Background: an optimization exercise with open tools, aiming at small area. Do not read the settings as production practice. RTL that was checked went through simulation tests only; none was proved equivalent to the original. The RTL of run 2 was laid out without a check of its function. In every run shown here, the design's own scripts or RTL, not TritonCTS, make the clock network. The clock port is modelled as an ideal driver, which makes a skipped or thinned clock tree look cheaper than it is; a real chip needs a root buffer or a tree. Power is estimated from default activity; no workload was simulated.

**flow/flow/downsize.tcl**
```tcl
# Swap every cell for the smallest-area cell of the same family
# (sky130_fd_sc_hd__<function>_<drive>), skipping cells on DONT_USE_CELLS.
proc ds_dont_use { name } {
  foreach p $::env(DONT_USE_CELLS) {
    if { [string match $p $name] } { return 1 }
  }
  return 0
}
set ds_db [ord::get_db]
array unset ds_best
foreach lib [$ds_db getLibs] {
  foreach m [$lib getMasters] {
    set n [$m getName]
    if { ![regexp {^(sky130_fd_sc_hd__.+)_([0-9]+)$} $n -> fam drv] } { continue }
    if { [ds_dont_use $n] } { continue }
    if { [$m getType] ne "CORE" } { continue }
    set a [expr { [$m getWidth] * [$m getHeight] }]
    if { ![info exists ds_best($fam)] || $a < [lindex $ds_best($fam) 1] } {
      set ds_best($fam) [list $m $a]
    }
  }
}
set ds_n 0
foreach inst [[ord::get_db_block] getInsts] {
  set m [$inst getMaster]
  set n [$m getName]
  if { ![regexp {^(sky130_fd_sc_hd__.+)_([0-9]+)$} $n -> fam drv] } { continue }
  if { ![info exists ds_best($fam)] } { continue }
  lassign $ds_best($fam) bm ba
  if { $ba < [expr { [$m getWidth] * [$m getHeight] }] } {
    $inst swapMaster $bm
    incr ds_n
  }
}
puts "downsize: swapped $ds_n cells for smaller ones of the same family"
```
**flow/design.v**
```verilog
module seven_seg_controller (
    input clk,
    input reset,
    input avs_address,
    input avs_write,
    input [15:0] avs_writedata,
    output avs_waitrequest,
    output reg sr_data,
    output reg sr_clk,
    output reg sr_latch
);
    assign avs_waitrequest = 1'b0;
    localparam [5:0] ST_LOAD = 6'd31;
    localparam [5:0] ST_IDLE = 6'd6;
    reg        first;          
    reg [15:0] display_raw;    
    reg        display_ok;     
    reg [1:0]  digit_sel;
    reg [11:0] div;            
    reg [11:0] ticks;          
    reg [17:0] rfr;            
    reg        load_req;
    reg [3:0]  f_code;         
    reg [1:0]  f_digit;        
    reg [5:0]  st;
    wire div_z  = ~|div[10:0];
    wire div_fb = div[11] ^ div[0] ^ div[1] ^ div[7] ^ div_z;
    wire rfr_z  = ~|rfr[16:0];
    wire rfr_fb = rfr[17] ^ rfr[6] ^ rfr_z;
    wire wr      = avs_write & ~avs_address;
    wire debug   = display_ok & (&display_raw);
    wire tick    = div[11] & div_z;             
    wire refresh = ~debug & (load_req | (rfr[17] & rfr_z & ~first));
    wire shifting = st[5];
    wire is_load  = ~st[5] & st[4];
    wire is_idle  = ~st[5] & st[2] & st[1] & ~st[0];
    wire is_hold  = ~st[5] & ~st[4] & ~(st[2] & (st[1] | st[0]));   
    wire [3:0] cur_code = display_raw[digit_sel*4 +: 4] & {4{display_ok}};
    localparam [15:0] SEG0 = 16'b1111110000010010;
    localparam [15:0] SEG1 = 16'b1111110001100000;
    localparam [15:0] SEG2 = 16'b1111110000000100;
    localparam [15:0] SEG3 = 16'b1111110010010010;
    localparam [15:0] SEG4 = 16'b1111111010111010;
    localparam [15:0] SEG5 = 16'b1111110010001110;
    localparam [15:0] SEG6 = 16'b1111110010000011;
    wire [7:0] seg = {1'b1, SEG6[f_code], SEG5[f_code], SEG4[f_code], SEG3[f_code],
                      SEG2[f_code], SEG1[f_code], SEG0[f_code]};
    wire [3:0] bi = st[4:1];
    wire frame_bit = bi[3] ? (bi[2] & (bi[1:0] == f_digit)) : seg[~bi[2:0]];
    always @(posedge clk or posedge reset) begin
        if (reset) begin
            first      <= 1'b1;
            display_ok <= 1'b0;
            digit_sel  <= 2'd0;
            div        <= 12'd0;
            ticks      <= 12'd0;
            load_req   <= 1'b0;
            sr_data    <= 1'b0;
            sr_clk     <= 1'b0;
            sr_latch   <= 1'b0;
        end else begin
            first <= 1'b0;
            div <= {div[10:0], div_fb};
            if (tick)
                ticks <= ticks + 1'b1;
            if (wr)
                display_ok <= 1'b1;
            load_req <= ~refresh & (wr | load_req);
            if (debug) begin
                sr_data  <= 1'b0;
                sr_clk   <= 1'b0;
                sr_latch <= ticks[11];
            end else begin
                if (refresh)
                    digit_sel <= digit_sel + 1'b1;
                if (tick) begin
                    sr_clk   <= shifting & st[0];
                    sr_latch <= is_hold;
                    if (shifting)
                        sr_data <= frame_bit;
                    else if (is_idle)
                        sr_data <= 1'b0;
                end
            end
        end
    end
    always @(posedge clk) begin
        if (wr)
            display_raw <= avs_writedata;
        if (first)
            rfr <= 18'd1;
        else if (load_req)
            rfr <= 18'd0;
        else
            rfr <= {rfr[16:0], rfr_fb};
        if (first || debug)
            st <= ST_IDLE;
        else if (tick && !is_idle)
            st <= st + 1'b1;
        else if (refresh)
            st <= ST_LOAD;
        if (tick && is_load && !debug) begin
            f_code  <= cur_code;
            f_digit <= digit_sel;
        end
    end
endmodule
```
**flow/config.mk**
```make
export PLATFORM = sky130hd
export DESIGN_NAME = seven_seg_controller
export DESIGN_NICKNAME = seven_seg_controller
export VERILOG_FILES = /design/flow/design.v
export SDC_FILE = /design/flow/constraint.sdc
export NUM_CORES = 4
export LEC_CHECK = 0
export CAP_MARGIN = 20
export CORE_MARGIN = 2
export CORE_UTILIZATION = 40
export SLEW_MARGIN = 20
```
**flow/flow/run.sh**
```bash
#!/bin/bash
# Own layout flow: the standard ORFS flow (standard.sh) with three changes
#  - after floorplan, every cell is swapped for the smallest cell of its
#    family (same function, lowest drive); repair_design later upsizes
#    whatever slew or load limits need;
#  - the port buffers are buf_1 rather than the delay-buffer cell;
#  - the clock tree is one clock buffer (flow/pre_cts.tcl).
# Output of the whole make run goes to flow_make.log in the work folder.
set -euo pipefail
W=$PWD
export POST_FLOORPLAN_TCL=$W/flow/downsize.tcl
export BUFFER_PORTS_ARGS="-buffer_cell sky130_fd_sc_hd__buf_1"
export PRE_CTS_TCL=$W/flow/pre_cts.tcl
bash standard.sh > "$W/flow_make.log" 2>&1
```
**flow/standard.sh**
```bash
#!/bin/bash
# synth_recipe.tcl (not shown) runs the flow's synth.tcl, then flattens the netlist and writes it again
# the make line also repeats each setting of config.mk as NAME=value (left out here)
make -C /OpenROAD-flow-scripts/flow DESIGN_CONFIG=/design/flow/config.mk WORK_HOME=/design/flow/orfs CLKGATE_MAP_FILE= SYNTH_SCRIPT=/design/flow/synth_recipe.tcl "${@:-finish}"
```
**flow/flow/pre_cts.tcl**
```tcl
# Clock tree made here instead of by TritonCTS: the clock pins are split into
# CLK_CLUSTERS groups of equal size by position, and each group gets one clock
# buffer (CLKBUF_CELL) at its centre, driven by the clock port.
proc clock_tree_synthesis { args } {
  puts "clock_tree_synthesis skipped: the clock tree comes from flow/pre_cts.tcl"
}
set ct_cell sky130_fd_sc_hd__clkbuf_8
if { [info exists ::env(CLKBUF_CELL)] } { set ct_cell $::env(CLKBUF_CELL) }
set ct_k 4
if { [info exists ::env(CLK_CLUSTERS)] } { set ct_k $::env(CLK_CLUSTERS) }
set ct_block [ord::get_db_block]
set ct_master [[ord::get_db] findMaster $ct_cell]
set ct_clk [$ct_block findNet clk]
set ct_sinks [$ct_clk getITerms]
set ct_pts {}
foreach it $ct_sinks {
  set b [[$it getInst] getBBox]
  lappend ct_pts [list [expr { ([$b xMin] + [$b xMax]) / 2 }] [expr { ([$b yMin] + [$b yMax]) / 2 }]]
}
set ct_n [llength $ct_pts]
# groups of equal size: halve by x, then halve each half by y (ct_k is 2 or 4),
# or by x alone into ct_k slices (ct_k is 3)
proc ct_split { idx pts axis parts } {
  set sorted [lsort -integer -index 1 [lmap i $idx { list $i [lindex [lindex $pts $i] $axis] }]]
  set n [llength $sorted]
  set out {}
  for { set k 0 } { $k < $parts } { incr k } {
    set lo [expr { $k * $n / $parts }]
    set hi [expr { ($k + 1) * $n / $parts - 1 }]
    lappend out [lmap e [lrange $sorted $lo $hi] { lindex $e 0 }]
  }
  return $out
}
set ct_all {}
for { set i 0 } { $i < $ct_n } { incr i } { lappend ct_all $i }
if { $ct_k == 4 } {
  set ct_groups {}
  foreach half [ct_split $ct_all $ct_pts 0 2] {
    lappend ct_groups {*}[ct_split $half $ct_pts 1 2]
  }
} else {
  set ct_groups [ct_split $ct_all $ct_pts 0 $ct_k]
}
set ct_asg [lrepeat $ct_n 0]
set ct_c {}
set k 0
foreach g $ct_groups {
  set sx 0; set sy 0
  foreach i $g {
    lset ct_asg $i $k
    incr sx [lindex [lindex $ct_pts $i] 0]
    incr sy [lindex [lindex $ct_pts $i] 1]
  }
  lappend ct_c [list [expr { $sx / [llength $g] }] [expr { $sy / [llength $g] }]]
  incr k
}
for { set k 0 } { $k < $ct_k } { incr k } {
  set buf [odb::dbInst_create $ct_block $ct_master clkbuf_leaf_$k]
  set net [odb::dbNet_create $ct_block clknet_leaf_$k]
  $net setSigType CLOCK
  set m 0
  foreach it $ct_sinks a $ct_asg {
    if { $a == $k } {
      $it disconnect
      $it connect $net
      incr m
    }
  }
  [$buf findITerm A] connect $ct_clk
  [$buf findITerm X] connect $net
  $buf setLocation [lindex [lindex $ct_c $k] 0] [lindex [lindex $ct_c $k] 1]
  $buf setPlacementStatus PLACED
  puts "clock tree: $ct_cell clkbuf_leaf_$k drives $m clock pins"
}
set_propagated_clock [all_clocks]
```
**flow/constraint.sdc**
```tcl
create_clock -name core_clock -period 10.0 [get_ports {clk}]
set_input_delay 2.0000 -clock core_clock [delete_from_list [all_inputs] [get_ports {clk}]]
set_output_delay 2.0000 -clock core_clock [all_outputs]
set_load 0.01 [all_outputs]
```
==> flow_metrics.tcl, run 1 <==
set metrics [dict create \
    vdd_drop_max_mv 0.0921 \
    antenna_cells 0 \
    post-place-cells 395 \
    status "finished clean" \
    final_nets 325 \
    core-area_um2 8090 \
    avgSynthCellArea_um2 12.0 \
    path_cells "buf_1" \
    drive_gt1_share_pct 5.78 \
    die_h_um 94.9 \
    cp_slowest_cell "dfrtp_1" \
    fin_skew_ns 0.00908 \
    vias_per_cell 5.04 \
    critical_path_buf_inv_count 1 \
    synth_enable_flop_cells 22 \
    clkLatencyLatePin_ns 0.17 \
    final-hold-violation-count 0 \
    tightest_slew_ns 0.737 \
    synth_seq_cells 78 \
    post_cts_buffers 0 \
    end_kind "primary output" \
    min_period_ns 2.69 \
    place.gp.congestion 0.869 \
    ctsHoldBuffers 0 \
    drt_iter0_drc 62 \
    leakagePower_nw 1.36 \
    hpwl_um 3630 \
    grt_use_total_pct 11.5 \
    ioPinCount 24 \
    syn_inst 276 \
    hold-path-endpoint "div[3]$_DFF_PP0_" \
    wl_per_cell_um 12.8 \
    nFillCells 796 \
    rows 33 \
    path_class "reg2out" \
    rr_worst_depth 5 \
    cap_violations 0 \
    hp-start "div[2]$_DFF_PP0_" \
    overflow 0 \
    max_freq_mhz 372 \
    worstHoldPathCells 0 \
    antenna_found_initial 0 \
    drtAntennaViolNets 0 \
    yosysWarnings 1 \
    synth.cell_area_um2 3300 \
    reg2reg_slack_ns 7.72 \
    drc 0 \
    regArea_um2 1940 \
    timing.rr.end "ticks[11]$_DFFE_PP0P_" \
    arrival_ns 0.69 \
    cpLargestDelayFamily "flip-flops" \
    timing.slew.headroom_pct 50.7 \
    dieArea_um2 9000 \
    synth_seq_area_share_pct 58.8 \
    multi_input_area_um2 1230 \
    fin_tns_setup_ns 0 \
    rsz0062_at_grt "no" \
    synthArstFlopShare_pct 41.0 \
    first_global_vias 1962 \
    final_cell_mix "dfrtp_1 (31), dfxtp_1 (24), nand2_1 (22), edfxtp_1 (22), buf_1 (22)" \
    finalCritPeriodShare_pct 26.9 \
    setup.worst_path.start_class "flip-flop" \
    worstPathRequired_ns 8.00 \
    slew_violations 0 \
    pwr_density_cell_nw_per_um2 161 \
    grt_max_degree 33 \
    hp-class "reg2reg" \
    worst-path-max-fanout 2 \
    final_core_util_pct 43.2 \
    die_w_um 94.9 \
    grt_pass1_wl_um 8760 \
    port_buffers 22 \
    r2r-start "div[1]$_DFF_PP0_" \
    area_growth_pct 5.91 \
    cts_resized 0 \
    cpPeakStageDelay_ns 0.39 \
    initial_core_util_pct 40.8 \
    final_common_cell "dfrtp_1" \
    synth_ff_type "dfrtp_1" \
    clkSlewWorstSetupHoldPaths_ns 0.11 \
    stdcell_count 399 \
    setup_viol 0 \
    vias 2012 \
    dr.pass1.iters 4 \
    ys_types 51 \
    routed_wirelength_um 5100 \
]
[worst max-delay path by stage]
| stage | start | end | slack, ns | cells past startpoint |
|---|---|---|---|---|
| 2_1_floorplan | avs_write | display_raw[0]$_DFFE_PP_ | 6.79 | 1 |
| 3_3_place_gp | avs_write | display_ok$_DFFE_PP0P_ | 7.21 | 4 |
| 3_5_place_dp | avs_write | display_ok$_DFFE_PP0P_ | 7.20 | 4 |
| 4_1_cts | sr_latch$_DFFE_PP0P_ | sr_latch | 7.30 | 1 |
| 5_1_grt | sr_latch$_DFFE_PP0P_ | sr_latch | 7.26 | 1 |
| 6_report | sr_data$_DFFE_PP0P_ | sr_data | 7.31 | 1 |
[metrics by stage]
| step | total power, W | hold slack (ns) | cell area [µm²] | worst slack, ns |
|---|---|---|---|---|
| 2_1_floorplan | 0.000443 | 0.374 | 3310 | 6.79 |
| 3_3_place_gp | 0.000460 | 0.386 | 3440 | 7.21 |
| 3_5_place_dp | 0.000461 | 0.392 | 3440 | 7.20 |
| 4_1_cts | 0.000571 | 0.422 | 3490 | 7.30 |
| 5_1_grt | 0.000595 | 0.436 | 3500 | 7.26 |
| 6_report | 0.000564 | 0.417 | 3500 | 7.31 |
[state kept, by name, summed over array words and instances (netlist names)]
signal       count
sr_data          1
f_code           4
load_req         1
ticks           12
digit_sel        2
f_digit          2
sr_latch         1
first            1
display_ok       1
rfr             18
sr_clk           1
display_raw     16
st               6
div             12
[worst reg2reg max path, delay by kind of cell (launching register included)]
family / cells / cell delay, ns
AND/OR/NAND/NOR: 4 / 1.57
flip-flops: 1 / 0.45
XOR/XNOR: 1 / 0.19
[layout make-up]
cell class              instances  share of cell area, %
plain buffers                   4                   1.57
well taps                     105                   3.76
inverters                      11                   1.18
repair buffers                 24                   2.79
flip-flops and latches         78                   55.5
multi-input cells             177                   35.2
[per-layer routing]
metal / part of all wire [%] / up-vias / wire, µm / track usage (%)
met1: 49 / 948 / 2500 / 17.3
met2: 46 / 39 / 2340 / 18.9
met5: 0 / - / 0 / 0
li1: - / 1019 / - / -
met3: 3.7 / 6 / 189 / 0.638
met4: 1.3 / 0 / 67 / 1.45
[report_power, final]
group | internal, W | switching (W) | leakage [nW]
Combinational | 0.0000439 | 0.0000346 | 0.541
Sequential | 0.000349 | 0.0000253 | 0.793
Clock | 0.0000374 | 0.0000738 | 0.0288
Total | 0.000431 | 0.000134 | 1.36
[synth_stat cells, types with 4 or more instances]
cell type   n  area share, %
a31oi_1     4           0.76
nor4_1      6            1.1
a21oi_1     7            1.1
inv_1      11            1.3
and2_1     21            4.0
dfrtp_1    31             23
nand3_1     6           0.91
clkbuf_1    7           0.80
xor2_1      7            1.9
ha_1        9            3.4
xnor2_1    13            3.4
nand2_1    21            2.4
nor3_1      7            1.1
o21ai_0     8            1.2
mux4_2      4            2.7
edfxtp_1   22             20
nor2_1      8           0.91
nand4_1     9            1.7
dfxtp_1    24             15
[cell families (layout without fill, tap and decap cells)]
| logic type | count (synthesis) | count (layout) | share of synthesized area (%) |
|---|---|---|---|
| XOR/XNOR | 20 | 20 | 5.30 |
| AND/OR/NAND/NOR | 101 | 101 | 18.1 |
| flip-flops | 78 | 78 | 58.8 |
| other | 1 | 2 | 0.114 |
| AO/OA/AOI/OAI | 39 | 39 | 7.95 |
| buffers and inverters | 22 | 39 | 2.92 |
| multiplexers | 6 | 6 | 3.37 |
| adder cells (fa/ha/maj) | 9 | 9 | 3.41 |
==> run 2, diff against run 1 <==
--- a/flow/design.v
+++ b/flow/design.v
@@ -18,7 +18,9 @@
     reg [1:0]  digit_sel;
     reg [11:0] div;            
     reg [11:0] ticks;          
-    reg [17:0] rfr;            
+    reg [17:0] rfq;            
+    localparam [17:0] RFR_INV = 18'b10_1010_1010_1010_1010;
+    wire [17:0] rfr = rfq ^ RFR_INV;    
     reg        load_req;
     reg [3:0]  f_code;         
     reg [1:0]  f_digit;        
@@ -35,6 +37,18 @@
     wire is_load  = ~st[5] & st[4];
     wire is_idle  = ~st[5] & st[2] & st[1] & ~st[0];
     wire is_hold  = ~st[5] & ~st[4] & ~(st[2] & (st[1] | st[0]));   
+    wire        st_en = tick & ~is_idle;
+    reg  [11:0] tk_c;
+    reg  [5:0]  st_c;
+    integer i;
+    always @(*) begin
+        tk_c[0] = tick;
+        for (i = 1; i < 12; i = i + 1)
+            tk_c[i] = tk_c[i-1] & ticks[i-1];
+        st_c[0] = st_en;
+        for (i = 1; i < 6; i = i + 1)
+            st_c[i] = st_c[i-1] & st[i-1];
+    end
     wire [3:0] cur_code = display_raw[digit_sel*4 +: 4] & {4{display_ok}};
     localparam [15:0] SEG0 = 16'b1111110000010010;
     localparam [15:0] SEG1 = 16'b1111110001100000;
@@ -61,8 +75,7 @@
         end else begin
             first <= 1'b0;
             div <= {div[10:0], div_fb};
-            if (tick)
-                ticks <= ticks + 1'b1;
+            ticks <= ticks ^ tk_c;
             if (wr)
                 display_ok <= 1'b1;
             load_req <= ~refresh & (wr | load_req);
@@ -71,8 +84,7 @@
                 sr_clk   <= 1'b0;
                 sr_latch <= ticks[11];
             end else begin
-                if (refresh)
-                    digit_sel <= digit_sel + 1'b1;
+                digit_sel <= digit_sel ^ {refresh & digit_sel[0], refresh};
                 if (tick) begin
                     sr_clk   <= shifting & st[0];
                     sr_latch <= is_hold;
@@ -88,15 +100,15 @@
         if (wr)
             display_raw <= avs_writedata;
         if (first)
-            rfr <= 18'd1;
+            rfq <= 18'd1 ^ RFR_INV;
         else if (load_req)
-            rfr <= 18'd0;
+            rfq <= RFR_INV;
         else
-            rfr <= {rfr[16:0], rfr_fb};
+            rfq <= {rfr[16:0], rfr_fb} ^ RFR_INV;
         if (first || debug)
             st <= ST_IDLE;
-        else if (tick && !is_idle)
-            st <= st + 1'b1;
+        else if (st_en)
+            st <= st ^ st_c;
         else if (refresh)
             st <= ST_LOAD;
         if (tick && is_load && !debug) begin
==> flow/flow/run.sh (replaced) <==
#!/bin/bash
# Own layout flow: the standard ORFS flow (standard.sh) with these changes
#  - synthesis: the standard flow's synthesis script with the logic mapped by an
#    area-oriented ABC script (flow/synth.tcl, flow/area.abc), and without
#    ORFS's half/full-adder extraction (ADDER_MAP_FILE empty), so ABC maps
#    that logic as well; registers are untouched;
#  - after floorplan, every cell is swapped for the smallest cell of its
#    family (same function, lowest drive); repair_design later upsizes
#    whatever slew or load limits need (flow/downsize.tcl);
#  - the port buffers are buf_1 rather than the delay-buffer cell;
#  - the clock tree is four clkbuf_8, each driving a quarter of the
#    flip-flops, all four driven by the clock port (flow/pre_cts.tcl).
# Output of the whole make run goes to flow_make.log in the work folder.
set -euo pipefail
W=$PWD
export FLOW_SYNTH_TCL=$W/synth_recipe.tcl
export FLOW_ABC_SCRIPT=$W/flow/area.abc
export POST_FLOORPLAN_TCL=$W/flow/downsize.tcl
export BUFFER_PORTS_ARGS="-buffer_cell sky130_fd_sc_hd__buf_1"
export PRE_CTS_TCL=$W/flow/pre_cts.tcl
export CLKBUF_CELL=sky130_fd_sc_hd__clkbuf_8
export CLK_CLUSTERS=4
sed -e "s#SYNTH_SCRIPT=[^ ]*#SYNTH_SCRIPT=$W/flow/synth.tcl ADDER_MAP_FILE=#" standard.sh > flow_standard.sh
grep -q "SYNTH_SCRIPT=$W/flow/synth.tcl" flow_standard.sh
bash flow_standard.sh > "$W/flow_make.log" 2>&1
==> flow/flow/area.abc (new file) <==
strash
ifraig
dc2
strash
&get -n
&deepsyn -J 100 -T 120
&put
strash
&get -n
&dch -f
&nf -a -R 1000
&put
topo
==> flow/flow/synth.tcl (new file) <==
# The standard flow's synthesis script (synth_recipe.tcl in the work folder), run unchanged
# except that ABC maps the logic with the area-oriented script in
# FLOW_ABC_SCRIPT instead of ORFS's speed script. The registers are mapped
# before ABC runs, so they are the same as in the standard synthesis.
proc abc { args } {
  set i [lsearch -exact $args -script]
  if { $i >= 0 } { lset args [expr { $i + 1 }] $::env(FLOW_ABC_SCRIPT) }
  yosys abc {*}$args
}
source $::env(FLOW_SYNTH_TCL)
==> run 2 against run 1 <==
Against the previous run:
- final area fell by 11%
- global-route usage rose by 0.43 points
- clock skew fell by 0.00053 ns
- worst setup slack got worse by 0.025 ns
- area after synthesis fell by 14%
- worst hold slack got worse by 0.032 ns
- critical path depth did not move
- combinational power fell by 3.6%
- critical endpoint unchanged
==> flow_metrics.tcl, run 2 <==
set metrics [dict create \
    status "finished clean" \
    ctsHoldBuffers 0 \
    area_growth_pct 10.0 \
    first_global_vias 1748 \
    vdd_drop_max_mv 0.122 \
    r2r-start "div[1]$_DFF_PP0_" \
    cpPeakStageDelay_ns 0.42 \
    hp-start "rfq[16]$_SDFF_PP0_" \
    clkSlewWorstSetupHoldPaths_ns 0.11 \
    overflow 0 \
    path_class "reg2out" \
    max_freq_mhz 369 \
    syn_inst 237 \
    avgSynthCellArea_um2 12.0 \
    antenna_cells 0 \
    ys_top_cells_by_area "dfrtp_1 (27%), edfxtp_1 (23%), dfxtp_1 (17%)" \
    die_w_um 88.2 \
    hold_slack_ns 0.385 \
    cap_violations 0 \
    timing.slew.headroom_pct 60.0 \
    hpwl_um 3110 \
    synth_ff_type "dfrtp_1" \
    place.gp.congestion 0.728 \
    synth_top_area_share_pct 27.4 \
    worstPathRequired_ns 8.00 \
    synth_enable_flop_cells 22 \
    final_core_util_pct 45.6 \
    worstHoldPathCells 1 \
    antenna_found_initial 0 \
    routed_wirelength_um 4230 \
    ioPinCount 24 \
    yosysMostFrequentCell "nand2_1" \
    fin_skew_ns 0.00856 \
    regMostFlops "rfq" \
    drtAntennaViolNets 0 \
    p_comb_share_pct 13.7 \
    synth_seq_area_share_pct 68.6 \
    yosysWarnings 1 \
    end_kind "primary output" \
    critical_path_buf_inv_count 1 \
    leakagePower_nw 1.20 \
    grt_pass1_wl_um 7770 \
    setup_ws_ns 7.29 \
    ys_types 41 \
    p_switching_w 0.000135 \
    final_common_cell "nand2_1" \
    die_h_um 88.2 \
    dr.pass1.iters 4 \
    intPower_w 0.000419 \
    ys_top_cells_by_count "nand2_1 (37), dfrtp_1 (31), nor2_1 (28)" \
    vias 1731 \
    rows 30 \
    wl_per_cell_um 11.7 \
    vias_per_cell 4.78 \
    slew_violations 0 \
    pwr_density_cell_nw_per_um2 178 \
    port_buffers 22 \
    cpLargestDelayFamily "flip-flops" \
    finalCritPeriodShare_pct 27.1 \
    synthArstFlopShare_pct 41.0 \
    rsz0062_at_grt "no" \
    tightest_slew_ns 0.597 \
    setup.worst_path.start_class "flip-flop" \
    nFillCells 690 \
    initial_core_util_pct 41.5 \
    p_sw_share_pct 24.4 \
    timing.rr.end "ticks[11]$_DFF_PP0_" \
    core-area_um2 6830 \
    hold-path-endpoint "rfq[17]$_SDFF_PP1_" \
    hp-class "reg2reg" \
    pre_cts_slack_ns 7.24 \
    reg_top3 "rfq x18, display_raw x16" \
    drc 0 \
    worst-path-max-fanout 2 \
    drive_gt1_share_pct 3.76 \
    grt_use_total_pct 11.9 \
    final_nets 288 \
    final_cell_mix "nand2_1 (37), dfrtp_1 (31), nor2_1 (28), dfxtp_1 (24)" \
    clkLatencyLatePin_ns 0.16 \
    synth_seq_cells 78 \
    min_period_ns 2.71 \
    arrival_ns 0.71 \
    drt_iter0_drc 121 \
    cp_slowest_cell "dfrtp_1" \
    grt_max_degree 33 \
    rr_worst_depth 12 \
    finalInstanceArea_um2 3120 \
    synth.cell_area_um2 2830 \
    path_cells "buf_1" \
    dieArea_um2 7770 \
    setup_viol 0 \
    fin_tns_setup_ns 0 \
    largest_reg_flops 18 \
    p_seq_share_pct 66.6 \
    clkPwrFrac_pct 19.7 \
    final-hold-violation-count 0 \
    cts_resized 0 \
    reg2reg_slack_ns 7.34 \
    post_cts_buffers 0 \
    yosysTopAreaCell "dfrtp_1" \
    dpl_cell_area_um2 3060 \
]
run 2: cell count changes after synthesis, sizes merged, moves of 6 or more:
| cell | change |
|---|---|
| and2 | -21 |
| clkbuf | -7 |
| clkinv | +6 |
| ha | -9 |
| inv | -11 |
| nand2 | +15 |
| nor2 | +20 |
run 2: power by group through the flow:
stage | clock (W) | sequential, W | combinational, W
floorplan | 0 | 0.000371 | 0.0000597
global placement | 0 | 0.000376 | 0.0000749
detailed placement | 0 | 0.000376 | 0.0000755
CTS | 0.000116 | 0.000369 | 0.0000762
global route | 0.000126 | 0.000374 | 0.0000882
finish | 0.000109 | 0.000369 | 0.0000757
run 2: worst max-delay path by stage:
stage	from	endpoint	slack, ns	cells after the start
global route	div[1]$_DFF_PP0_	ticks[11]$_DFF_PP0_	6.94	12
global placement	avs_write	display_raw[1]$_DFFE_PP_	7.26	3
CTS	sr_data$_DFFE_PP0P_	sr_data	7.28	1
detailed placement	avs_write	display_raw[0]$_DFFE_PP_	7.24	3
finish	sr_data$_DFFE_PP0P_	sr_data	7.29	1
floorplan	div[1]$_DFF_PP0_	ticks[11]$_DFF_PP0_	6.65	11
run 2: per-layer routing:
layer	vias up	part of all wire (%)	track usage, %	wire [µm]
met2	28	45	19.9	1900
met3	4	3.1	0.754	133
met4	0	1.3	1.24	57
li1	893	-	-	-
met5	-	0	0	0
met1	806	51	17.9	2140
run 2: cell families (layout without fill, tap and decap cells):
kind of cell,after synthesis,after routing,share of synthesized area (%)
AO/OA/AOI/OAI,29,29,7.15
XOR/XNOR,21,21,6.49
buffers and inverters,7,35,1.06
flip-flops,78,78,68.6
other,1,2,0.132
AND/OR/NAND/NOR,101,101,16.6
run 2: per-stage QoR:
stage               total power, W  cells
floorplan                 0.000430    238
finish                    0.000554    362
detailed placement        0.000451    358
global placement          0.000451    358
CTS                       0.000561    362
global route              0.000588    362
run 2: final cells by class:
type	count	area [µm²]	share of cell area [%]
multi-input combinational	153	871	27.9
inverter	6	23.8	0.762
timing repair buffer	25	105	3.37
sequential	78	1940	62.3
tap	96	120	3.85
buffer	4	55.1	1.77
==> run 3, diff against run 2 <==
--- a/flow/design.v
+++ b/flow/design.v
@@ -17,7 +17,8 @@
     reg        display_ok;     
     reg [1:0]  digit_sel;
     reg [11:0] div;            
-    reg [11:0] ticks;          
+    reg [10:0] tks;            
+    reg        cyc23;          
     reg [17:0] rfq;            
     localparam [17:0] RFR_INV = 18'b10_1010_1010_1010_1010;
     wire [17:0] rfr = rfq ^ RFR_INV;    
@@ -27,6 +28,8 @@
     reg [5:0]  st;
     wire div_z  = ~|div[10:0];
     wire div_fb = div[11] ^ div[0] ^ div[1] ^ div[7] ^ div_z;
+    wire tks_z  = ~|tks[9:0];
+    wire tks_fb = tks[10] ^ tks[1] ^ tks_z;
     wire rfr_z  = ~|rfr[16:0];
     wire rfr_fb = rfr[17] ^ rfr[6] ^ rfr_z;
     wire wr      = avs_write & ~avs_address;
@@ -38,13 +41,9 @@
     wire is_idle  = ~st[5] & st[2] & st[1] & ~st[0];
     wire is_hold  = ~st[5] & ~st[4] & ~(st[2] & (st[1] | st[0]));   
     wire        st_en = tick & ~is_idle;
-    reg  [11:0] tk_c;
     reg  [5:0]  st_c;
     integer i;
     always @(*) begin
-        tk_c[0] = tick;
-        for (i = 1; i < 12; i = i + 1)
-            tk_c[i] = tk_c[i-1] & ticks[i-1];
         st_c[0] = st_en;
         for (i = 1; i < 6; i = i + 1)
             st_c[i] = st_c[i-1] & st[i-1];
@@ -67,7 +66,7 @@
             display_ok <= 1'b0;
             digit_sel  <= 2'd0;
             div        <= 12'd0;
-            ticks      <= 12'd0;
+            cyc23      <= 1'b0;
             load_req   <= 1'b0;
             sr_data    <= 1'b0;
             sr_clk     <= 1'b0;
@@ -75,14 +74,14 @@
         end else begin
             first <= 1'b0;
             div <= {div[10:0], div_fb};
-            ticks <= ticks ^ tk_c;
+            cyc23 <= cyc23 ^ (tick & tks[10] & tks_z);
             if (wr)
                 display_ok <= 1'b1;
             load_req <= ~refresh & (wr | load_req);
             if (debug) begin
                 sr_data  <= 1'b0;
                 sr_clk   <= 1'b0;
-                sr_latch <= ticks[11];
+                sr_latch <= cyc23;
             end else begin
                 digit_sel <= digit_sel ^ {refresh & digit_sel[0], refresh};
                 if (tick) begin
@@ -99,6 +98,14 @@
     always @(posedge clk) begin
         if (wr)
             display_raw <= avs_writedata;
+        if (first)
+            tks <= 11'd0;
+        else if (tick)
+            tks <= {tks[9:0], tks_fb};
+        if (first)
+            tks <= 11'd0;
+        else if (tick)
+            tks <= {tks[9:0], tks_fb};
         if (first)
             rfq <= 18'd1 ^ RFR_INV;
         else if (load_req)
==> run 3 against run 2 <==
Against the previous run:
- still clean
- sequential cell count unchanged
- synthesized cell count fell by 1.3%
- sequential share of layout area increased by 0.17 points
- final area shrank 3.1%
- sequential power barely moved
- clock power barely moved
- critical path depth is the same
- combinational power is 0.7% higher
- register-to-register slack improved by 0.31 ns
- global-route usage rose by 0.063 points
- area after synthesis shrank 2.4%
- worst hold slack hardly changed
- largest power group unchanged
- highest routed layer unchanged
==> flow_metrics.tcl, run 3 <==
set metrics [dict create \
    cp-endpoint "sr_latch" \
    cts_resized 0 \
    rr_worst_depth 6 \
    core-area_um2 6760 \
    drt_iter0_drc 64 \
    setup.worst_path.start_class "flip-flop" \
    yosysTopAreaCell "dfxtp_1" \
    path_cells "buf_1" \
    final_nets 285 \
    worstPathRequired_ns 8.00 \
    grt_use_total_pct 12.0 \
    clkSlewWorstSetupHoldPaths_ns 0.11 \
    p_total_w 0.000558 \
    stdcell_count 343 \
    antenna_cells 0 \
    reg2reg_slack_ns 7.65 \
    vias_per_cell 5.19 \
    pre_cts_slack_ns 7.25 \
    yosysWarnings 1 \
    path_class "reg2out" \
    leakagePower_nw 1.10 \
    cp_num_cells 1 \
    startpoint "sr_latch$_DFFE_PP0P_" \
    setup_ws_ns 7.30 \
    cp_slowest_cell "dfrtp_1" \
    wl_per_cell_um 12.9 \
    slew_violations 0 \
    hp-class "reg2reg" \
    ys_types 41 \
    dieArea_um2 7590 \
    vias 1779 \
    fin_tns_setup_ns 0 \
    initial_core_util_pct 40.9 \
    final-hold-violation-count 0 \
    hold_slack_ns 0.385 \
    r2r-start "div[9]$_DFF_PP0_" \
    min_period_ns 2.70 \
    finalCritPeriodShare_pct 27.0 \
    grt_pass1_wl_um 7690 \
    area_growth_pct 9.28 \
    timing.slew.headroom_pct 45.0 \
    first_global_vias 1746 \
    rows 30 \
    yosysMostFrequentCell "dfxtp_1" \
    grt_max_degree 22 \
    synth_seq_cells 78 \
    die_h_um 87.1 \
    end_kind "primary output" \
    routed_wirelength_um 4430 \
    hpwl_um 3180 \
    avgSynthCellArea_um2 11.8 \
    nFillCells 637 \
    cpPeakStageDelay_ns 0.41 \
    synth_seq_area_share_pct 68.3 \
    post_cts_buffers 0 \
    pwr_density_cell_nw_per_um2 185 \
    largest_reg_flops 18 \
    vdd_drop_max_mv 0.0987 \
    antenna_found_initial 0 \
    fin_skew_ns 0.00937 \
    drc 0 \
    max_freq_mhz 370 \
    worst-path-max-fanout 2 \
    synth_top_area_share_pct 25.3 \
    synth_enable_flop_cells 22 \
    cpLargestDelayFamily "flip-flops" \
    status "finished clean" \
    arrival_ns 0.70 \
    die_w_um 87.1 \
    clkLatencyLatePin_ns 0.17 \
    synth.cell_area_um2 2770 \
    port_buffers 22 \
    tightest_slew_ns 0.819 \
    final_common_cell "dfxtp_1" \
    ys_top_cells_by_count "dfxtp_1 (35), nand2_1 (32), nor2_1 (26)" \
    setup_viol 0 \
    ioPinCount 24 \
    cap_violations 0 \
    regMostFlops "rfq" \
    ys_top_cells_by_area "dfxtp_1 (25%), edfxtp_1 (24%), dfrtp_1 (18%)" \
    synthArstFlopShare_pct 26.9 \
    drtAntennaViolNets 0 \
    post-place-cells 339 \
    syn_inst 234 \
    ctsHoldBuffers 0 \
    final_cell_mix "dfxtp_1 (35), nand2_1 (32), nor2_1 (26), edfxtp_1 (22), buf_1 (22)" \
    place.gp.congestion 0.764 \
    drive_gt1_share_pct 3.04 \
    synth_ff_type "dfxtp_1" \
    reg_top3 "rfq x18, display_raw x16, div x12" \
    dr.pass1.iters 4 \
    overflow 0 \
    critical_path_buf_inv_count 1 \
    rsz0062_at_grt "no" \
    timing.rr.end "f_code[3]$_DFFE_PP_" \
]
[run 3: cell types whose count changed after synthesis, sizes merged, moves of 3 or more]
| cell | delta |
|---|---|
| dfrtp | -11 |
| dfxtp | +11 |
| a22o | +10 |
| xnor2 | -7 |
| nand2 | -5 |
| o21ai | +5 |
| xor2 | -5 |
| a22oi | +3 |
| nand4 | -3 |
[run 3: where the power goes]
part / switching (W) / leakage [nW] / internal [W]
Sequential: 0.0000202 / 0.728 / 0.000349
Combinational: 0.0000442 / 0.347 / 0.0000320
Clock: 0.0000744 / 0.0288 / 0.0000374
Total: 0.000139 / 1.10 / 0.000419
[run 3: logic make-up (layout without fill, tap and decap cells)]
group,after synthesis,count (layout),synth area share (%)
AO/OA/AOI/OAI,45,45,11.4
XOR/XNOR,9,9,2.85
buffers and inverters,5,33,0.814
flip-flops,78,78,68.3
other,1,2,0.136
AND/OR/NAND/NOR,96,96,16.5
[run 3: metrics by stage]
stage	area (µm²)	utilization (%)
global route	3020	44.7
finish	3020	44.7
CTS	3020	44.7
floorplan	2770	-
detailed placement	2970	43.9
global placement	2970	43.9
[run 3: final cells by class]
| type | count | area, µm² | area share [%] |
|---|---|---|---|
| flip-flops and latches | 78 | 1890 | 62.5 |
| multi-input cells | 152 | 858 | 28.4 |
| repair buffers | 25 | 105 | 3.48 |
| well taps | 80 | 100 | 3.31 |
| plain buffers | 4 | 55.1 | 1.82 |
| inverters | 4 | 15.0 | 0.497 |
[run 3: worst min-delay path by stage]
stage                  startpoint            endpoint  slack (ns)  cells after the start
2_1_floorplan  rfq[16]$_SDFF_PP0_  rfq[17]$_SDFF_PP1_        0.35                      1
4_1_cts        rfq[16]$_SDFF_PP0_  rfq[17]$_SDFF_PP1_        0.39                      1
3_3_place_gp     div[4]$_DFF_PP0_    div[5]$_DFF_PP0_        0.36                      0
5_1_grt         div[10]$_DFF_PP0_   div[11]$_DFF_PP0_        0.41                      0
6_report       rfq[16]$_SDFF_PP0_  rfq[17]$_SDFF_PP1_        0.39                      1
3_5_place_dp     div[2]$_DFF_PP0_    div[3]$_DFF_PP0_        0.37                      0
[run 3: routing by layer]
layer  vias to the layer above  share of wire [%]  global-route usage (%)
met5                         -                  0                       0
met4                         0                2.0                    2.10
met3                         6                3.0                   0.758
met2                        33                 45                    20.3
met1                       838                 50                    17.3
li1                        902                  -                       -
[run 3: worst register-to-register path: stages, from the launching register on]
cell and delay, ns:
dfrtp_1 0.40, nor4_1 0.28, nand3_1 0.14, nor4b_1 0.26, buf_4 0.21, nand2_1 0.08, nor3_1 0.64
==> run 4, diff against run 3 <==
--- a/flow/design.v
+++ b/flow/design.v
@@ -16,13 +16,14 @@
     reg [15:0] display_raw;    
     reg        display_ok;     
     reg [1:0]  digit_sel;
-    reg [11:0] div;            
+    reg [11:0] divq;           
+    localparam [11:0] DIV_INV = 12'b1010_1010_1010;
+    wire [11:0] div = divq ^ DIV_INV;   
     reg [10:0] tks;            
     reg        cyc23;          
     reg [17:0] rfq;            
     localparam [17:0] RFR_INV = 18'b10_1010_1010_1010_1010;
     wire [17:0] rfr = rfq ^ RFR_INV;    
-    reg        load_req;
     reg [3:0]  f_code;         
     reg [1:0]  f_digit;        
     reg [5:0]  st;
@@ -34,8 +35,8 @@
     wire rfr_fb = rfr[17] ^ rfr[6] ^ rfr_z;
     wire wr      = avs_write & ~avs_address;
     wire debug   = display_ok & (&display_raw);
-    wire tick    = div[11] & div_z;             
-    wire refresh = ~debug & (load_req | (rfr[17] & rfr_z & ~first));
+    wire tick    = div[11] & div_z & ~first;    
+    wire refresh = ~debug & rfr[17] & rfr_z & ~first;
     wire shifting = st[5];
     wire is_load  = ~st[5] & st[4];
     wire is_idle  = ~st[5] & st[2] & st[1] & ~st[0];
@@ -64,26 +65,18 @@
         if (reset) begin
             first      <= 1'b1;
             display_ok <= 1'b0;
-            digit_sel  <= 2'd0;
-            div        <= 12'd0;
-            cyc23      <= 1'b0;
-            load_req   <= 1'b0;
             sr_data    <= 1'b0;
             sr_clk     <= 1'b0;
             sr_latch   <= 1'b0;
         end else begin
             first <= 1'b0;
-            div <= {div[10:0], div_fb};
-            cyc23 <= cyc23 ^ (tick & tks[10] & tks_z);
             if (wr)
                 display_ok <= 1'b1;
-            load_req <= ~refresh & (wr | load_req);
             if (debug) begin
                 sr_data  <= 1'b0;
                 sr_clk   <= 1'b0;
                 sr_latch <= cyc23;
             end else begin
-                digit_sel <= digit_sel ^ {refresh & digit_sel[0], refresh};
                 if (tick) begin
                     sr_clk   <= shifting & st[0];
                     sr_latch <= is_hold;
@@ -99,17 +92,39 @@
         if (wr)
             display_raw <= avs_writedata;
         if (first)
-            tks <= 11'd0;
-        else if (tick)
-            tks <= {tks[9:0], tks_fb};
+            divq <= 12'd1 ^ DIV_INV;
+        else
+            divq <= {div[10:0], div_fb} ^ DIV_INV;
+        if (first) begin
+            digit_sel <= 2'd0;
+            cyc23     <= 1'b0;
+        end else begin
+            digit_sel <= digit_sel ^ {refresh & digit_sel[0], refresh};
+            cyc23     <= cyc23 ^ (tick & tks[10] & tks_z);
+        end
         if (first)
             tks <= 11'd0;
         else if (tick)
             tks <= {tks[9:0], tks_fb};
         if (first)
+            divq <= 12'd1 ^ DIV_INV;
+        else
+            divq <= {div[10:0], div_fb} ^ DIV_INV;
+        if (first) begin
+            digit_sel <= 2'd0;
+            cyc23     <= 1'b0;
+        end else begin
+            digit_sel <= digit_sel ^ {refresh & digit_sel[0], refresh};
+            cyc23     <= cyc23 ^ (tick & tks[10] & tks_z);
+        end
+        if (first)
+            tks <= 11'd0;
+        else if (tick)
+            tks <= {tks[9:0], tks_fb};
+        if (wr && !refresh)
+            rfq <= 18'h20000 ^ RFR_INV;
+        else if (first)
             rfq <= 18'd1 ^ RFR_INV;
-        else if (load_req)
-            rfq <= RFR_INV;
         else
             rfq <= {rfr[16:0], rfr_fb} ^ RFR_INV;
         if (first || debug)
==> run 4 against run 3 <==
Against the previous run:
- maximum frequency fell by 5.1%
- sequential share of layout area is 2.9 points lower
- sequential power fell by 8.6%
- final cell count grew 3.5%
- via count is 5.6% higher
- largest cell class unchanged
==> flow_metrics.tcl, run 4 <==
set metrics [dict create \
    die_h_um 86.8 \
    cpLargestDelayFamily "simple AND/OR/NAND/NOR gates" \
    vias 1879 \
    nFillCells 629 \
    ys_types 40 \
    synth.cell_area_um2 2740 \
    rows 30 \
    clkLatencyLatePin_ns 0.17 \
    leakagePower_nw 1.05 \
    final-hold-violation-count 0 \
    setup.worst_path.start_class "input port" \
    place.gp.congestion 0.889 \
    final_common_cell "dfxtp_1" \
    ctsHoldBuffers 0 \
    rsz0062_at_grt "no" \
    cp_num_cells 5 \
    largest_reg_flops 18 \
    initial_core_util_pct 40.8 \
    multi_input_area_um2 943 \
    min_period_ns 2.85 \
    overflow 0 \
    arrival_ns 2.89 \
    grt_busiest_layer "met1" \
    synth_seq_cells 77 \
    ys_top_cells_by_count "dfxtp_1 (50), nand2_1 (28), nor2_1 (27)" \
    status "finished clean" \
    synth_seq_area_share_pct 65.3 \
    end_kind "flip-flop" \
    final_core_util_pct 44.7 \
    fin_skew_ns 0.0166 \
    synth_ff_type "dfxtp_1" \
    reg_top3 "rfq x18, display_raw x16, divq x12" \
    reg2reg_slack_ns 7.68 \
    dieArea_um2 7530 \
    area_growth_pct 9.59 \
    fin_tns_setup_ns 0 \
    cp-endpoint "rfq[12]$_SDFF_PP0_" \
    syn_inst 246 \
    yosysWarnings 1 \
    core-area_um2 6720 \
    ys_top_cells_by_area "dfxtp_1 (37%), edfxtp_1 (24%), nand2_1 (3.8%)" \
    vias_per_cell 5.29 \
    cap_violations 0 \
    cp_slowest_cell "or2_0" \
    wl_per_cell_um 13.5 \
    tightest_slew_ns 0.700 \
    critical_path_buf_inv_count 2 \
    synth_top_area_share_pct 36.5 \
    slew_violations 0 \
    hold_slack_ns 0.396 \
    setup_viol 0 \
    antenna_cells 0 \
    dr.pass1.iters 4 \
    antenna_found_initial 0 \
    grt_pass1_wl_um 8400 \
    grtUsageMet3_pct 0.857 \
    hp-class "reg2reg" \
    timing.slew.headroom_pct 53.2 \
    first_global_vias 1731 \
    path_cells "buf_1 -> nor2b_1 -> buf_4 -> or2_0 -> nor2_1" \
    cts_resized 0 \
    r2r-start "divq[1]$_SDFF_PP1_" \
    final_cell_mix "dfxtp_1 (50), nand2_1 (28), nor2_1 (27), edfxtp_1 (22), buf_1 (22)" \
    regArea_um2 1790 \
    max_freq_mhz 351 \
    port_buffers 22 \
    pwr_density_cell_nw_per_um2 157 \
    path_class "in2reg" \
    ioPinCount 24 \
    finalCritPeriodShare_pct 28.5 \
    yosysMostFrequentCell "dfxtp_1" \
    timing.rr.end "f_code[1]$_DFFE_PP_" \
    startpoint "avs_write" \
    grt_use_met2_pct 19.7 \
    final_nets 297 \
    worst-path-max-fanout 21 \
    hpwl_um 3390 \
    rr_worst_depth 6 \
    routed_wirelength_um 4780 \
    synth_enable_flop_cells 22 \
    yosysTopAreaCell "dfxtp_1" \
    avgSynthCellArea_um2 11.1 \
    grt_max_degree 22 \
    grt_use_total_pct 13.1 \
    regMostFlops "rfq" \
    grtUsageMet1_pct 21.0 \
    worstPathRequired_ns 10.04 \
    drive_gt1_share_pct 3.27 \
    drtAntennaViolNets 0 \
    post_cts_buffers 0 \
    vdd_drop_max_mv 0.0817 \
    drc 0 \
    clkSlewWorstSetupHoldPaths_ns 0.10 \
    die_w_um 86.8 \
    drt_iter0_drc 74 \
    cpPeakStageDelay_ns 0.38 \
    synthArstFlopShare_pct 6.49 \
]
-- run 4: cell count changes in the layout (fill, tap and decap cells not counted), sizes merged, moves of 4 or more --
cell / previous run / this run
o22ai: 0 / 5
dfxtp: 35 / 50
o21ai: 8 / 12
nand2: 32 / 28
dfrtp: 20 / 4
-- run 4: worst register-to-register path, cell delays in order, from the launching register on --
cell,delay [ns]
dfxtp_1,0.41
nand4b_1,0.12
nor4_1,0.17
nand2_1,0.15
nor2_1,0.26
nand2_1,0.20
nor4b_2,0.65
-- run 4: per-layer routing --
metal	part of all wire (%)	wire [µm]
met2	43	2040
met3	3.0	144
met5	0	0
met1	53	2520
met4	1.5	73
-- run 4: power breakdown --
group	leakage (nW)	switching, W	internal, W	total [W]
clock	0.0288	0.0000731	0.0000374	0.000111
sequential	0.674	0.00000739	0.000331	0.000338
combinational	0.346	0.0000127	0.00000928	0.0000220
total	1.05	0.0000932	0.000377	0.000470
-- run 4: kinds of logic after synthesis --
family	count (synthesis)	share of synthesized area, %
AOI/OAI and AO/OA	57	13.9
xor gates and xnor gates	6	1.92
buffers and inverters	4	0.685
DFF	77	65.3
muxes	1	0.365
other	1	0.137
and+or+nand+nor	100	17.7
-- run 4: worst min-delay path by stage --
stage / to / startpoint / cells after the start
finish: rfq[11]$_SDFF_PP1_ / rfq[10]$_SDFF_PP0_ / 1
global route: rfq[9]$_SDFF_PP1_ / rfq[8]$_SDFF_PP0_ / 1
CTS: divq[3]$_SDFF_PP1_ / divq[2]$_SDFF_PP0_ / 1
detailed placement: rfq[9]$_SDFF_PP1_ / rfq[8]$_SDFF_PP0_ / 1
global placement: divq[7]$_SDFF_PP1_ / divq[6]$_SDFF_PP0_ / 1
floorplan: rfq[9]$_SDFF_PP1_ / rfq[8]$_SDFF_PP0_ / 1
-- run 4: cell type report --
type	count	share of cell area (%)
multi-input combinational	166	31.4
buffer	4	1.83
tap	80	3.33
timing repair buffer	25	3.50
sequential	77	59.5
inverter	3	0.375
-- run 4: metrics by stage --
| step | instances | setup slack, ns | total power [W] | area (µm²) |
|---|---|---|---|---|
| floorplan | 247 | 6.56 | 0.000358 | 2740 |
| global route | 355 | 7.03 | 0.000492 | 3000 |
| global placement | 351 | 6.98 | 0.000367 | 2940 |
| CTS | 355 | 7.15 | 0.000476 | 3000 |
| finish | 355 | 7.15 | 0.000470 | 3000 |
| detailed placement | 351 | 6.97 | 0.000367 | 2950 |
==> run 5, diff against run 4 <==
--- a/flow/design.v
+++ b/flow/design.v
@@ -10,8 +10,8 @@
     output reg sr_latch
 );
     assign avs_waitrequest = 1'b0;
-    localparam [5:0] ST_LOAD = 6'd31;
-    localparam [5:0] ST_IDLE = 6'd6;
+    localparam [5:0] ST_LOAD = 6'd0;
+    localparam [5:0] ST_IDLE = 6'd25;
     reg        first;          
     reg [15:0] display_raw;    
     reg        display_ok;     
@@ -38,16 +38,16 @@
     wire tick    = div[11] & div_z & ~first;    
     wire refresh = ~debug & rfr[17] & rfr_z & ~first;
     wire shifting = st[5];
-    wire is_load  = ~st[5] & st[4];
-    wire is_idle  = ~st[5] & st[2] & st[1] & ~st[0];
-    wire is_hold  = ~st[5] & ~st[4] & ~(st[2] & (st[1] | st[0]));   
+    wire is_load  = ~st[5] & ~st[4];
+    wire is_idle  = ~st[5] & ~st[2] & ~st[1] & st[0];
+    wire is_hold  = ~st[5] & st[4] & (st[2] | (st[1] & st[0]));   
     wire        st_en = tick & ~is_idle;
     reg  [5:0]  st_c;
     integer i;
     always @(*) begin
         st_c[0] = st_en;
         for (i = 1; i < 6; i = i + 1)
-            st_c[i] = st_c[i-1] & st[i-1];
+            st_c[i] = st_c[i-1] & ~st[i-1];
     end
     wire [3:0] cur_code = display_raw[digit_sel*4 +: 4] & {4{display_ok}};
     localparam [15:0] SEG0 = 16'b1111110000010010;
@@ -59,7 +59,7 @@
     localparam [15:0] SEG6 = 16'b1111110010000011;
     wire [7:0] seg = {1'b1, SEG6[f_code], SEG5[f_code], SEG4[f_code], SEG3[f_code],
                       SEG2[f_code], SEG1[f_code], SEG0[f_code]};
-    wire [3:0] bi = st[4:1];
+    wire [3:0] bi = ~st[4:1];
     wire frame_bit = bi[3] ? (bi[2] & (bi[1:0] == f_digit)) : seg[~bi[2:0]];
     always @(posedge clk or posedge reset) begin
         if (reset) begin
@@ -78,7 +78,7 @@
                 sr_latch <= cyc23;
             end else begin
                 if (tick) begin
-                    sr_clk   <= shifting & st[0];
+                    sr_clk   <= shifting & ~st[0];
                     sr_latch <= is_hold;
                     if (shifting)
                         sr_data <= frame_bit;
@@ -91,21 +91,6 @@
     always @(posedge clk) begin
         if (wr)
             display_raw <= avs_writedata;
-        if (first)
-            divq <= 12'd1 ^ DIV_INV;
-        else
-            divq <= {div[10:0], div_fb} ^ DIV_INV;
-        if (first) begin
-            digit_sel <= 2'd0;
-            cyc23     <= 1'b0;
-        end else begin
-            digit_sel <= digit_sel ^ {refresh & digit_sel[0], refresh};
-            cyc23     <= cyc23 ^ (tick & tks[10] & tks_z);
-        end
-        if (first)
-            tks <= 11'd0;
-        else if (tick)
-            tks <= {tks[9:0], tks_fb};
         if (first)
             divq <= 12'd1 ^ DIV_INV;
         else
==> run 5 against run 4 <==
Against the previous run:
- wire length is 0.48% lower
- register-to-register slack got worse by 0.33 ns
- synthesized cell count increased by 0.41%
- sequential power barely moved
- core utilization shrank 0.20 points
- sequential cell count is the same
- highest routed layer unchanged
==> flow_metrics.tcl, run 5 <==
set metrics [dict create \
    avgSynthCellArea_um2 11.0 \
    grt_use_total_pct 12.9 \
    final_common_cell "dfxtp_1" \
    wl_per_cell_um 13.4 \
    end_kind "flip-flop" \
    grt_max_degree 22 \
    ys_top_cells_by_count "dfxtp_1 (50), nor2_1 (29), nand2_1 (25)" \
    port_buffers 22 \
    clkLatencyLatePin_ns 0.17 \
    dieArea_um2 7480 \
    setup.worst_path.start_class "input port" \
    ctsHoldBuffers 0 \
    drtAntennaViolNets 0 \
    synth_enable_flop_cells 22 \
    area_growth_pct 9.19 \
    cts_resized 0 \
    final_nets 296 \
    drc 0 \
    drive_gt1_share_pct 2.92 \
    reg_top3 "rfq x18, display_raw x16, divq x12" \
    path_class "in2reg" \
    fin_tns_setup_ns 0 \
    dr.pass1.iters 4 \
    antenna_cells 0 \
    synth_seq_area_share_pct 65.7 \
    synthArstFlopShare_pct 6.49 \
    overflow 0 \
    ys_types 40 \
    yosysTopAreaCell "dfxtp_1" \
    setup_ws_ns 7.10 \
    regMostFlops "rfq" \
    p_total_w 0.000477 \
    die_h_um 86.5 \
    largest_reg_flops 18 \
    synth_seq_cells 77 \
    pre_cts_slack_ns 6.91 \
    final_cell_mix "dfxtp_1 (50), nor2_1 (28), nand2_1 (25), edfxtp_1 (22), buf_1 (22)" \
    status "finished clean" \
    ys_top_cells_by_area "dfxtp_1 (37%), edfxtp_1 (24%), nor2_1 (4.0%)" \
    worst-path-max-fanout 21 \
    vias 1851 \
    setup_viol 0 \
    finalInstanceArea_um2 2970 \
    vias_per_cell 5.23 \
    finalCritPeriodShare_pct 29.0 \
    ioPinCount 24 \
    synth_ff_type "dfxtp_1" \
    synth_top_area_share_pct 36.8 \
    tightest_slew_ns 0.693 \
    timing.slew.headroom_pct 53.4 \
    pwr_density_cell_nw_per_um2 160 \
    core-area_um2 6680 \
    yosysMostFrequentCell "dfxtp_1" \
    slew_violations 0 \
    hp-class "reg2reg" \
    drt_iter0_drc 70 \
    cap_violations 0 \
    initial_core_util_pct 40.7 \
    final-hold-violation-count 0 \
    antenna_found_initial 0 \
    grt_pass1_wl_um 8100 \
    clkSlewWorstSetupHoldPaths_ns 0.10 \
    first_global_vias 1703 \
    die_w_um 86.5 \
    rows 30 \
    routed_wirelength_um 4760 \
    place.gp.congestion 0.770 \
    hpwl_um 3370 \
    arrival_ns 2.94 \
    max_freq_mhz 345 \
    dpl_cell_area_um2 2910 \
    syn_inst 247 \
    leakagePower_nw 1.04 \
    yosysWarnings 1 \
    fin_skew_ns 0.0123 \
    vdd_drop_max_mv 0.0890 \
    worstPathRequired_ns 10.04 \
    post_cts_buffers 0 \
    stdcell_count 354 \
    synth.cell_area_um2 2720 \
    rsz0062_at_grt "no" \
    post-place-cells 350 \
    min_period_ns 2.90 \
]
==> run 5: cell types whose count changed after synthesis, sizes merged, moves of 3 or more <==
cell | before | now
and2 | 4 | 1
o221ai | 4 | 0
nor3 | 6 | 12
o21ai | 12 | 16
nand2 | 28 | 25
nand2b | 2 | 6
nand3 | 4 | 8
a211oi | 4 | 0
==> run 5: cell type report <==
| cell class | instances | area [µm²] |
|---|---|---|
| plain buffers | 4 | 55.1 |
| fillers | 641 | 3710 |
| inverters | 3 | 11.3 |
| multi-input cells | 167 | 928 |
| flip-flops and latches | 77 | 1790 |
| well taps | 80 | 100 |
| repair buffers | 23 | 90.1 |
==> run 5: path summary, 6_finish.rpt <==
check / slack (ns) / cells after the start / startpoint / end
min in group asynchronous: 1.67 / 2 / reset / sr_clk$_DFFE_PP0P_
max in group asynchronous: 8.10 / 2 / reset / first$_DFF_PP1_
min: 0.39 / 1 / rfq[12]$_SDFF_PP0_ / rfq[13]$_SDFF_PP1_
min reg2reg: 0.39 / 1 / rfq[12]$_SDFF_PP0_ / rfq[13]$_SDFF_PP1_
max reg2reg: 7.35 / 9 / divq[0]$_SDFF_PP1_ / st[5]$_SDFFE_PP0P_
max: 7.10 / 5 / avs_write / rfq[8]$_SDFF_PP0_
==> run 5: metal layers <==
layer / share of wire, % / vias up / track usage (%)
met4: 1.8 / 0 / 1.99
li1: - / 953 / -
met2: 44 / 34 / 19.9
met1: 50 / 854 / 20.4
met5: 0 / - / 0
met3: 4.1 / 10 / 0.952
==> run 5: cells by family (layout without fill, tap and decap cells) <==
kind of cell           count (synthesis)  after routing  share of synthesized area, %
AO/OA/AOI/OAI                         53             53                          12.5
flip-flops                            77             77                          65.7
buffers and inverters                  4             30                         0.689
multiplexers                           1              1                         0.414
other                                  1              2                         0.138
XOR/XNOR                               4              4                          1.29
AND/OR/NAND/NOR                      107            107                          19.3
==> run 5: power breakdown <==
part / internal [W] / switching (W)
combinational: 0.0000105 / 0.0000147
sequential: 0.000331 / 0.00000821
clock: 0.0000374 / 0.0000744
total: 0.000379 / 0.0000973
==> run 5: worst max-delay path, cell delays in order <==
cell and delay, ns:
buf_1 0.06, nor2b_1 0.12, buf_4 0.26, or2_0 0.42
nor2_1 0.08
==> run 5: metrics by stage <==
step,utilization [%],hold WS (ns)
after floorplan,-,0.353
after global routing,44.5,0.405
after detailed placement,43.5,0.368
after CTS,44.4,0.396
after global placement,43.5,0.361
final,44.5,0.394
==> run 6, diff against run 5 <==
--- a/flow/design.v
+++ b/flow/design.v
@@ -16,9 +16,10 @@
     reg [15:0] display_raw;    
     reg        display_ok;     
     reg [1:0]  digit_sel;
-    reg [11:0] divq;           
-    localparam [11:0] DIV_INV = 12'b1010_1010_1010;
-    wire [11:0] div = divq ^ DIV_INV;   
+    reg [10:0] divq;           
+    localparam [10:0] DIV_INV = 11'b010_1010_1010;
+    wire [10:0] div = divq ^ DIV_INV;   
+    reg        cyc11;          
     reg [10:0] tks;            
     reg        cyc23;          
     reg [17:0] rfq;            
@@ -27,15 +28,16 @@
     reg [3:0]  f_code;         
     reg [1:0]  f_digit;        
     reg [5:0]  st;
-    wire div_z  = ~|div[10:0];
-    wire div_fb = div[11] ^ div[0] ^ div[1] ^ div[7] ^ div_z;
+    wire div_z  = ~|div[9:0];
+    wire div_fb = div[10] ^ div[1] ^ div_z;
+    wire div_end = div[10] & div_z;              
     wire tks_z  = ~|tks[9:0];
     wire tks_fb = tks[10] ^ tks[1] ^ tks_z;
     wire rfr_z  = ~|rfr[16:0];
     wire rfr_fb = rfr[17] ^ rfr[6] ^ rfr_z;
     wire wr      = avs_write & ~avs_address;
     wire debug   = display_ok & (&display_raw);
-    wire tick    = div[11] & div_z & ~first;    
+    wire tick    = cyc11 & div_end & ~first;    
     wire refresh = ~debug & rfr[17] & rfr_z & ~first;
     wire shifting = st[5];
     wire is_load  = ~st[5] & ~st[4];
@@ -59,8 +61,7 @@
     localparam [15:0] SEG6 = 16'b1111110010000011;
     wire [7:0] seg = {1'b1, SEG6[f_code], SEG5[f_code], SEG4[f_code], SEG3[f_code],
                       SEG2[f_code], SEG1[f_code], SEG0[f_code]};
-    wire [3:0] bi = ~st[4:1];
-    wire frame_bit = bi[3] ? (bi[2] & (bi[1:0] == f_digit)) : seg[~bi[2:0]];
+    wire frame_bit = ~st[4] ? (~st[3] & (~st[2:1] == f_digit)) : seg[st[3:1]];
     always @(posedge clk or posedge reset) begin
         if (reset) begin
             first      <= 1'b1;
@@ -91,10 +92,13 @@
     always @(posedge clk) begin
         if (wr)
             display_raw <= avs_writedata;
-        if (first)
-            divq <= 12'd1 ^ DIV_INV;
-        else
-            divq <= {div[10:0], div_fb} ^ DIV_INV;
+        if (first) begin
+            divq  <= 11'd1 ^ DIV_INV;
+            cyc11 <= 1'b0;
+        end else begin
+            divq  <= {div[9:0], div_fb} ^ DIV_INV;
+            cyc11 <= cyc11 ^ div_end;
+        end
         if (first) begin
             digit_sel <= 2'd0;
             cyc23     <= 1'b0;
--- a/flow/flow/run.sh
+++ b/flow/flow/run.sh
@@ -1,7 +1,8 @@
 #!/bin/bash
 # Own layout flow: the standard ORFS flow (standard.sh) with these changes
 #  - synthesis: the standard flow's synthesis script with the logic mapped by an
-#    area-oriented ABC script (flow/synth.tcl, flow/area.abc), and without
+#    area-oriented ABC script, run with six random seeds keeping the
+#    smallest result (flow/synth.tcl, flow/area.abc), and without
 #    ORFS's half/full-adder extraction (ADDER_MAP_FILE empty), so ABC maps
 #    that logic as well; registers are untouched;
 #  - after floorplan, every cell is swapped for the smallest cell of its
@@ -15,6 +16,7 @@
 W=$PWD
 export FLOW_SYNTH_TCL=$W/synth_recipe.tcl
 export FLOW_ABC_SCRIPT=$W/flow/area.abc
+export FLOW_ABC_SEEDS="0 1 2 3 4 5"
 export POST_FLOORPLAN_TCL=$W/flow/downsize.tcl
 export BUFFER_PORTS_ARGS="-buffer_cell sky130_fd_sc_hd__buf_1"
 export PRE_CTS_TCL=$W/flow/pre_cts.tcl
==> flow/flow/synth.tcl (replaced) <==
# The standard flow's synthesis script (synth_recipe.tcl in the work folder), run unchanged
# except for how ABC maps the logic: with the area-oriented script in
# FLOW_ABC_SCRIPT instead of ORFS's speed script, once for each random seed
# of its &deepsyn step in FLOW_ABC_SEEDS, keeping the smallest result. The
# registers are mapped before ABC runs, so they are the same as in the
# standard synthesis.
proc abc { args } {
  set i [lsearch -exact $args -script]
  set lib [lindex $args [expr { [lsearch -exact $args -liberty] + 1 }]]
  yosys design -save flow_pre_abc
  set best_area -1
  set best_seed -1
  foreach seed $::env(FLOW_ABC_SEEDS) {
    yosys design -load flow_pre_abc
    set f [open $::env(FLOW_ABC_SCRIPT) r]
    set script [read $f]
    close $f
    set tmp [file join $::env(OBJECTS_DIR) abc_seed_$seed.script]
    set g [open $tmp w]
    puts -nonewline $g [string map [list "&deepsyn " "&deepsyn -S $seed "] $script]
    close $g
    set a $args
    lset a [expr { $i + 1 }] $tmp
    yosys abc {*}$a
    set st [tee -q -s result.string stat -liberty $lib]
    set area 1e9
    regexp {Chip area for module[^:]*:\s*([0-9.]+)} $st -> area
    puts "flow abc: seed $seed, area $area"
    if { $best_area < 0 || $area < $best_area } {
      set best_area $area
      set best_seed $seed
      yosys design -save flow_best_abc
    }
  }
  puts "flow abc: keeping seed $best_seed, area $best_area"
  yosys design -load flow_best_abc
}
source $::env(FLOW_SYNTH_TCL)
==> run 6 against run 5 <==
Against the previous run:
- clock power about the same
- register-to-register slack better by 0.20 ns
- wire length fell by 2.5%
- combinational power decreased by 16%
- via count decreased by 1.7%
- synthesized cell count down 1.2%
- final cell count shrank 1.4%
==> flow_metrics.tcl, run 6 <==
set metrics [dict create \
    status "finished clean" \
    place.gp.congestion 0.845 \
    grtUsageMet1_pct 20.0 \
    yosysTopAreaCell "dfxtp_1" \
    dieArea_um2 7450 \
    final_cell_mix "dfxtp_1 (50), nor2_1 (35), nand2_1 (26), edfxtp_1 (22), buf_1 (22)" \
    dr.pass1.iters 4 \
    area_growth_pct 9.28 \
    reg2reg_slack_ns 7.55 \
    die_w_um 86.3 \
    arrival_ns 2.91 \
    rows 29 \
    clkPwrFrac_pct 23.6 \
    final_core_util_pct 45.8 \
    finalCritPeriodShare_pct 28.6 \
    drc 0 \
    vias_per_cell 5.21 \
    ys_top_cells_by_count "dfxtp_1 (50), nor2_1 (35), nand2_1 (26)" \
    overflow 0 \
    p_comb_share_pct 4.5 \
    initial_core_util_pct 41.9 \
    ioPinCount 24 \
    hp-class "reg2reg" \
    routed_wirelength_um 4640 \
    path_class "in2reg" \
    synth_top_area_share_pct 37.0 \
    grt_use_met2_pct 18.5 \
    ys_types 36 \
    grt_max_degree 22 \
    slew_violations 0 \
    setup.worst_path.start_class "input port" \
    worst-path-max-fanout 21 \
    final-hold-violation-count 0 \
    port_buffers 22 \
    syn_inst 244 \
    cap_violations 0 \
    core-area_um2 6460 \
    antenna_found_initial 0 \
    critical_path_buf_inv_count 2 \
    clkLatencyLatePin_ns 0.17 \
    cts_resized 0 \
    fin_skew_ns 0.00956 \
    path_cells "buf_1 -> nor2b_1 -> buf_4 -> or2_0 -> nor2_1" \
    timing.slew.headroom_pct 46.5 \
    max_freq_mhz 350 \
    ctsHoldBuffers 0 \
    avgSynthCellArea_um2 11.1 \
    drt_iter0_drc 72 \
    ys_top_cells_by_area "dfxtp_1 (37%), edfxtp_1 (24%), nor2_1 (4.8%)" \
    first_global_vias 1680 \
    final_common_cell "dfxtp_1" \
    p_switching_w 0.0000925 \
    grtUsageMet3_pct 1.43 \
    leakagePower_nw 1.05 \
    end_kind "flip-flop" \
    die_h_um 86.3 \
    wl_per_cell_um 13.3 \
    rsz0062_at_grt "no" \
    drtAntennaViolNets 0 \
    fin_tns_setup_ns 0 \
    pwr_density_cell_nw_per_um2 158 \
    synth_seq_area_share_pct 66.0 \
    reg_top3 "rfq x18, display_raw x16" \
    antenna_cells 0 \
    largest_reg_flops 18 \
    nFillCells 619 \
    synthArstFlopShare_pct 6.49 \
    vdd_drop_max_mv 0.103 \
    synth_enable_flop_cells 22 \
    yosysWarnings 1 \
    drive_gt1_share_pct 2.94 \
]
==> run 6: kinds of logic (layout without fill, tap and decap cells) <==
| kind of cell | after synthesis | after routing | share of synthesized area [%] |
|---|---|---|---|
| buffers and inverters | 4 | 31 | 0.693 |
| xor gates and xnor gates | 7 | 7 | 2.26 |
| other | 1 | 2 | 0.138 |
| DFF | 77 | 77 | 66.0 |
| and+or+nand+nor | 106 | 106 | 18.9 |
| AOI/OAI and AO/OA | 49 | 49 | 12.0 |
==> run 6: per-stage QoR <==
step                      instances  setup WS [ns]  power [W]  hold slack (ns)  instance area [µm²]
final                           349           7.14   0.000469            0.400                 2960
after global routing            349           6.99   0.000491            0.414                 2960
after CTS                       349           7.15   0.000472            0.398                 2950
after detailed placement        345           6.96   0.000365            0.371                 2900
after global placement          345           7.00   0.000365            0.375                 2900
after floorplan                 245           6.56   0.000357            0.352                 2710
==> run 6: final cells by class <==
cell class | instances | area [µm²] | area share (%)
buffer | 4 | 55.1 | 1.86
multi-input combinational | 164 | 912 | 30.8
tap | 77 | 96.3 | 3.25
inverter | 3 | 11.3 | 0.380
sequential | 77 | 1790 | 60.4
timing repair buffer | 24 | 97.6 | 3.30
==> run 6: worst paths after layout <==
kind                                         start             endpoint  cells past startpoint
max in group asynchronous                    reset      first$_DFF_PP1_                      2
worst min register to register  rfq[14]$_SDFF_PP0_   rfq[15]$_SDFF_PP1_                      1
worst min-delay path            rfq[14]$_SDFF_PP0_   rfq[15]$_SDFF_PP1_                      1
worst max register to register  divq[6]$_SDFF_PP0_  f_code[0]$_DFFE_PP_                      7
worst max-delay path                     avs_write   rfq[14]$_SDFF_PP0_                      5
min in group asynchronous                    reset   sr_clk$_DFFE_PP0P_                      2
==> run 6: power by group through the flow <==
| stage | logic, W | registers, W | clock network (W) |
|---|---|---|---|
| floorplan | 0.0000148 | 0.000342 | 0 |
| global placement | 0.0000205 | 0.000344 | 0 |
| detailed placement | 0.0000211 | 0.000344 | 0 |
| CTS | 0.0000212 | 0.000337 | 0.000114 |
| global route | 0.0000242 | 0.000339 | 0.000128 |
| finish | 0.0000211 | 0.000337 | 0.000111 |
==> run 6: worst reg2reg max path: stages (launching register included) <==
cell	delay, ns
dfxtp_1	0.33
nor2_1	0.10
nand3_1	0.09
nor4_1	0.44
nand3_1	0.23
clkinv_1	0.15
nand2_1	0.15
nor4_2	0.61
==> run 6: metal layers <==
metal | wire (µm) | part of all wire (%)
met1 | 2430 | 52
met5 | 0 | 0
met2 | 1880 | 40
met4 | 106 | 2.3
met3 | 230 | 5.0

Setup slack of run 6, layout unchanged: 7.145 ns with ideal ports, 7.180 ns with driving cells assumed (clock clkbuf_16, inputs buf_2), 6.958 ns with port delays also shifted by the 0.222 ns mid clock arrival.
